Background: an optimization exercise with open tools, aiming at small area, a short achievable clock period and few clock cycles. Do not read the settings as production practice. The RTL was checked by simulation tests, not by an equivalence proof against the original design. Power is estimated from default activity; no workload was simulated.

## cpu_pl
module cpu_pl(
    input clk,
    input rst,
    output [31:0] imem_addr,
    input [31:0] imem_rdata,
    output [31:0] dmem_addr,
    output [31:0] dmem_wdata,
    output [3:0] dmem_wstrb,
    input [31:0] dmem_rdata
);
clock: 10.5 ns
lec_check: 0
cap_margin: 20
core_margin: 2
core_utilization: 50
cts_cluster_diameter: 130
cts_cluster_size: 26
gpl_timing_driven: 1
place_density: 0.58
slew_margin: 20
standard.sh (not shown) runs the stock make flow with config.mk's settings and CLKGATE_MAP_FILE= SYNTH_SCRIPT=/design/flow/synth_recipe.tcl, a recipe that flattens the netlist after the stock synthesis.
==> flow/flow/run.sh <==
#!/bin/bash
# Layout flow: the standard flow (standard.sh), with the port buffers made
# of a fast buffer cell and timing repair aimed below the clock period.
set -euo pipefail
bash standard.sh synth > flow_synth.log 2>&1
bash standard.sh \
    "BUFFER_PORTS_ARGS=-buffer_cell sky130_fd_sc_hd__buf_4" \
    "SETUP_SLACK_MARGIN=7" \
    finish > flow_layout.log 2>&1
Testbench counts at the start, summed over its fixed seeds: cycles 440,911.
Rerun with:
Settings changed: CAP_MARGIN 20 to 10, CORE_UTILIZATION 50 to 40, PLACE_DENSITY 0.58 to 0.5, SLEW_MARGIN 20 to 10.
Result: Die area rose by a quarter to a third; final area climbs slightly; core utilization came out lower by 11 points; wire length is higher by a little under a tenth; worst hold slack loses 0.0052 ns; combinational power climbs by a few percent; area after synthesis does not change; flip-flop and latch count is unchanged.
Rerun with:
Settings changed: CAP_MARGIN 10 to 20, SLEW_MARGIN 10 to 20.
Synthesized cell count is unchanged.
Setup slack got worse by 0.023 ns.
Wire length stays flat.
Via count is about the same.
Count of clock-buffer cells in the layout does not change.
Global-route usage does not change.
Critical path depth does not change.

========
run D:
Another version of the RTL of cpu_pl (not shown whole).
For scale: ~5,300 cells after synthesis, about 170 I/O pins.
==> flow/config.mk <==
export PLATFORM = sky130hd
export DESIGN_NAME = cpu_pl
export DESIGN_NICKNAME = cpu_pl
export VERILOG_FILES = /design/flow/design.v
export SDC_FILE = /design/flow/constraint.sdc
export NUM_CORES = 8
export LEC_CHECK = 0
export CAP_MARGIN = 10
export CORE_MARGIN = 2
export CORE_UTILIZATION = 40
export CTS_CLUSTER_DIAMETER = 130
export CTS_CLUSTER_SIZE = 26
export GPL_TIMING_DRIVEN = 1
export PLACE_DENSITY = 0.5
export SLEW_MARGIN = 10
export SYNTH_HIERARCHICAL = 1
export SYNTH_MINIMUM_KEEP_SIZE = 0
==> flow/constraint.sdc <==
create_clock -name core_clock -period 10.5 [get_ports {clk}]
set_input_delay 2.1000 -clock core_clock [delete_from_list [all_inputs] [get_ports {clk}]]
set_output_delay 2.1000 -clock core_clock [all_outputs]
set_load 0.01 [all_outputs]
Scripts as last shown in full above: flow/flow/run.sh
Run D was carried through to the last stage, and its layout satisfied the timing, DRC and antenna checks.
Testbench counts of run D, summed over its fixed seeds: cycles 440,911.
Inputs modified between run D and run K:
--- a/flow/flow/run.sh
+++ b/flow/flow/run.sh
@@ -6,3 +6,3 @@
 bash standard.sh \
-    "BUFFER_PORTS_ARGS=-buffer_cell sky130_fd_sc_hd__buf_4" \
+    "BUFFER_PORTS_ARGS=-buffer_cell sky130_fd_sc_hd__buf_1" \
     "SETUP_SLACK_MARGIN=7" \
--- a/flow/config.mk
+++ b/flow/config.mk
@@ -10,4 +10,4 @@
 export CORE_UTILIZATION = 40
-export CTS_CLUSTER_DIAMETER = 130
-export CTS_CLUSTER_SIZE = 26
+export CTS_CLUSTER_DIAMETER = 125
+export CTS_CLUSTER_SIZE = 24
 export GPL_TIMING_DRIVEN = 1
The global-route usage of run K is lower than that of run D.
Of run D and run K, the run reporting the higher final area was run D.
Compared run K vs run D, and insertion delay of the later-clocked pin in the worst-skew pair is down in run K.
Run D vs run K, worst-path cell with the longest stage delay: sky130_fd_sc_hd__dfxtp_4 vs sky130_fd_sc_hd__o31ai_4
Run D reports its worst setup path endpoint as e_b[31] while run K reports e_a[30].
On met2 track utilization from global routing: between run D and run K, it ends up lower for run D.
Met1 wire length: run K lower than run D
The global routing met1 resource utilization number comes out lower for run K vs run D.
On run K: slack of the critical path is 0.017 ns higher than what run D gave.
Cmp run D and run K / total buffers and inverters traversed by the critical path / higher: run D

========
## run 1
cpu_pl, a different RTL version from the one above (not shown whole).
For scale: roughly 0.065 mm^2 of cells after synthesis.
clock: 10.5 ns
lec_check: 0
cap_margin: 20
core_margin: 2
core_utilization: 40
cts_cluster_diameter: 120
cts_cluster_size: 22
gpl_timing_driven: 1
place_density: 0.5
slew_margin: 20
==> flow/flow/run.sh <==
#!/bin/bash
# Layout flow: the standard flow (standard.sh), with the port buffers made
# of a fast buffer cell and timing repair aimed below the clock period.
set -euo pipefail
bash standard.sh synth > flow_synth.log 2>&1
bash standard.sh \
    "BUFFER_PORTS_ARGS=-buffer_cell sky130_fd_sc_hd__buf_4" \
    "SETUP_SLACK_MARGIN=6.5" \
    finish > flow_layout.log 2>&1
No stage failed in run 1, and the final checks on the layout all came back clean.
Testbench counts of run 1, summed over its fixed seeds: cycles 446,765.
The inputs of run 2 differ from those of run 1 as listed below.
# run 1
export LEC_CHECK = 0
export CAP_MARGIN = 20
export CORE_MARGIN = 2
export CORE_UTILIZATION = 40
export CTS_CLUSTER_DIAMETER = 120
export CTS_CLUSTER_SIZE = 22
export GPL_TIMING_DRIVEN = 1
export PLACE_DENSITY = 0.5
export SLEW_MARGIN = 20
create_clock -name core_clock -period 10.5 [get_ports {clk}]
# run 2
export LEC_CHECK = 0
export CAP_MARGIN = 20
export CORE_MARGIN = 2
export CORE_UTILIZATION = 40
export CTS_CLUSTER_DIAMETER = 130
export CTS_CLUSTER_SIZE = 26
export GPL_TIMING_DRIVEN = 1
export PLACE_DENSITY = 0.5
export SLEW_MARGIN = 20
create_clock -name core_clock -period 10.5 [get_ports {clk}]
-- flow/flow/run.sh --
<<< run 1, line 8
    "SETUP_SLACK_MARGIN=6.5" \
>>> run 2, line 8
    "SETUP_SLACK_MARGIN=7" \
==> results.txt <==
- Run 1 went all the way through the flow, and no timing, DRC or antenna check failed.
- Run 2: no failed stages, no open violations at the end
- In the reports for run 1 and run 2, the smaller power attributed to sequential cells belongs to run 2.
- Diff run 1 -> run 2: design area climbed about 3.4%, fraction of synthesis flops using an asynchronous set or reset pin barely changed, initial antenna violation count climbed 5, routed wire length climbed about 1.7%.
- Relative to run 1, layout clock buffer count decreased by 14% in run 2.
- Looking at register fraction of the total cell area, run 2 sits 1.6 points lower than run 1 does.
- Share of power burned in combinational logic in run 2 vs run 1: up 3.3 points
- Mean cell area of the mapped netlist of run 2 is on par with run 1.
Relative to run 2, the following input files were edited for run 3:
# run 2
export LEC_CHECK = 0
export CAP_MARGIN = 20
export CORE_MARGIN = 2
export CORE_UTILIZATION = 40
export CTS_CLUSTER_DIAMETER = 130
export CTS_CLUSTER_SIZE = 26
export GPL_TIMING_DRIVEN = 1
export PLACE_DENSITY = 0.5
export SLEW_MARGIN = 20
create_clock -name core_clock -period 10.5 [get_ports {clk}]
# run 3
export LEC_CHECK = 0
export CAP_MARGIN = 20
export CORE_MARGIN = 2
export CORE_UTILIZATION = 40
export GPL_TIMING_DRIVEN = 1
export PLACE_DENSITY = 0.5
export SLEW_MARGIN = 20
create_clock -name core_clock -period 10.5 [get_ports {clk}]
-- flow/flow/run.sh --
<<< run 2, line 8
    "SETUP_SLACK_MARGIN=7" \
>>> run 3, line 8
    "SETUP_SLACK_MARGIN=${MARGIN:-7}" \
Results
Measured against run 2, the number of resized instances in the post-cts repair step of run 3 comes out at 1.05 times the reference value.
Re final cell count without fillers: run 2 and run 3 aren't equal, and the higher value belongs to run 3.
Power consumed by sequential cells: run 2 vs run 3 — no meaningful difference
NOTE: utilization in run 3 exceeds that of run 2
Between run 2 and run 3, area of all placed cells without fillers increased.
Against run 2, run 3 reports a final critical-path required period that is higher.
Looking at wire length of the first global-routing pass across run 2 and run 3, the one that comes out lower is run 2.
For the synthesis-to-finish area growth, run 3 came in 4.5 points higher than run 2 did.
The sequential portion of the cell area of run 3 is lower than that of run 2.
Lower power goes to run 2 over run 3.
#### Input delta (run 4 over run 3)
# run 3
export LEC_CHECK = 0
export CAP_MARGIN = 20
export CORE_MARGIN = 2
export CORE_UTILIZATION = 40
export GPL_TIMING_DRIVEN = 1
export PLACE_DENSITY = 0.5
export SLEW_MARGIN = 20
create_clock -name core_clock -period 10.5 [get_ports {clk}]
# run 4
export LEC_CHECK = 0
export CAP_MARGIN = 20
export CORE_MARGIN = 2
export CORE_UTILIZATION = 40
export CTS_CLUSTER_DIAMETER = 130
export CTS_CLUSTER_SIZE = 26
export GPL_TIMING_DRIVEN = 1
export PLACE_DENSITY = 0.5
export SLEW_MARGIN = 20
create_clock -name core_clock -period 10.5 [get_ports {clk}]
-- flow/flow/run.sh --
<<< run 3, line 8
    "SETUP_SLACK_MARGIN=${MARGIN:-7}" \
>>> run 4, line 8
    "SETUP_SLACK_MARGIN=7.5" \
Notes after the runs:
[compare] base=run 3 new=run 4: first-pass GRT wire length increased by 0.61% relative to the old numbers, combinational group share of total power increased by 5.8 points relative to the old numbers, cell area after layout increased by about 0.8% relative to the old numbers, post-CTS setup repair buffer count increased by 118 relative to the old numbers.
> inputs changed (run 4 -> run 5)
# run 4
export LEC_CHECK = 0
export CAP_MARGIN = 20
export CORE_MARGIN = 2
export CORE_UTILIZATION = 40
export CTS_CLUSTER_DIAMETER = 130
export CTS_CLUSTER_SIZE = 26
export GPL_TIMING_DRIVEN = 1
export PLACE_DENSITY = 0.5
export SLEW_MARGIN = 20
create_clock -name core_clock -period 10.5 [get_ports {clk}]
# run 5
export LEC_CHECK = 0
export CAP_MARGIN = 20
export CORE_MARGIN = 2
export CORE_UTILIZATION = 40
export CTS_CLUSTER_DIAMETER = 120
export CTS_CLUSTER_SIZE = 22
export GPL_TIMING_DRIVEN = 1
export PLACE_DENSITY = 0.5
export SLEW_MARGIN = 20
create_clock -name core_clock -period 10.5 [get_ports {clk}]
-- flow/flow/run.sh --
<<< run 4, line 8
    "SETUP_SLACK_MARGIN=7.5" \
>>> run 5, line 8
    "SETUP_SLACK_MARGIN=7" \
[summary]
In the reports for run 4 and run 5, the larger wire length belongs to run 4. Worst setup slack after layout ended up 0.14 ns lower on run 5 than on run 4. Run 5 against run 4: count of clock-buffer cells in the layout went up 13; sequential cell area in the final layout went down 140 um^2; core utilization went down 2.0 points. Worst hold slack, run 4 and run 5, lower one = run 5. In run 5 relative to run 4, routed length on met3 had gone up slightly.

-- afterwards: timing with drivers on the ports --
How much do the figures lean on ideal ports? The routed layouts below were timed once more, with nothing changed but the port constraints. Step 1 assumes that a clkbuf_16 drives the clock port and a buf_2 every other input. Step 2, shift: input delay + t, output delay - t, t = (earliest + latest rising clock arrival at the registers) / 2. This alone moves slack from input paths to output paths. a / b / c = ideal / step 1 / step 2; a / b = the first two.
run | t (ns) | slack for setup (ns) | hold slack, ns | worst data-port slew with drivers (ns)
the first run of note 1 | 0.828 | 6.805 / 6.805 / 6.311 | 0.350 / 0.350 / 0.350 | 0.06
the second run of note 1 | 0.838 | 6.854 / 6.854 / 6.167 | 0.345 / 0.345 / 0.345 | 0.12
the third run of note 1 | 0.840 | 6.830 / 6.830 / 6.163 | 0.347 / 0.347 / 0.347 | 0.12
run D | 0.850 | 6.907 / 6.907 / 6.210 | 0.350 / 0.350 / 0.350 | 0.04
run K | 0.804 | 6.923 / 6.956 / 6.180 | 0.349 / 0.349 / 0.349 | 0.04
run 1 | 0.801 | 6.463 / 6.463 / 5.870 | 0.346 / 0.346 / 0.346 | 0.07
run 2 | 0.850 | 6.786 / 6.786 / 6.261 | 0.351 / 0.351 / 0.351 | 0.08
run 3 | 0.887 | 6.695 / 6.695 / 6.184 | 0.323 / 0.323 / 0.323 | 0.08
run 4 | 0.844 | 6.873 / 6.873 / 6.241 | 0.358 / 0.358 / 0.358 | 0.09
run 5 | 0.836 | 6.735 / 6.735 / 6.272 | 0.345 / 0.345 / 0.345 | 0.08
After both steps every run listed still meets setup and hold. For run K, which loses most, drivers alone change the setup slack by +0.033 ns; drivers and shift together by -0.743 ns.
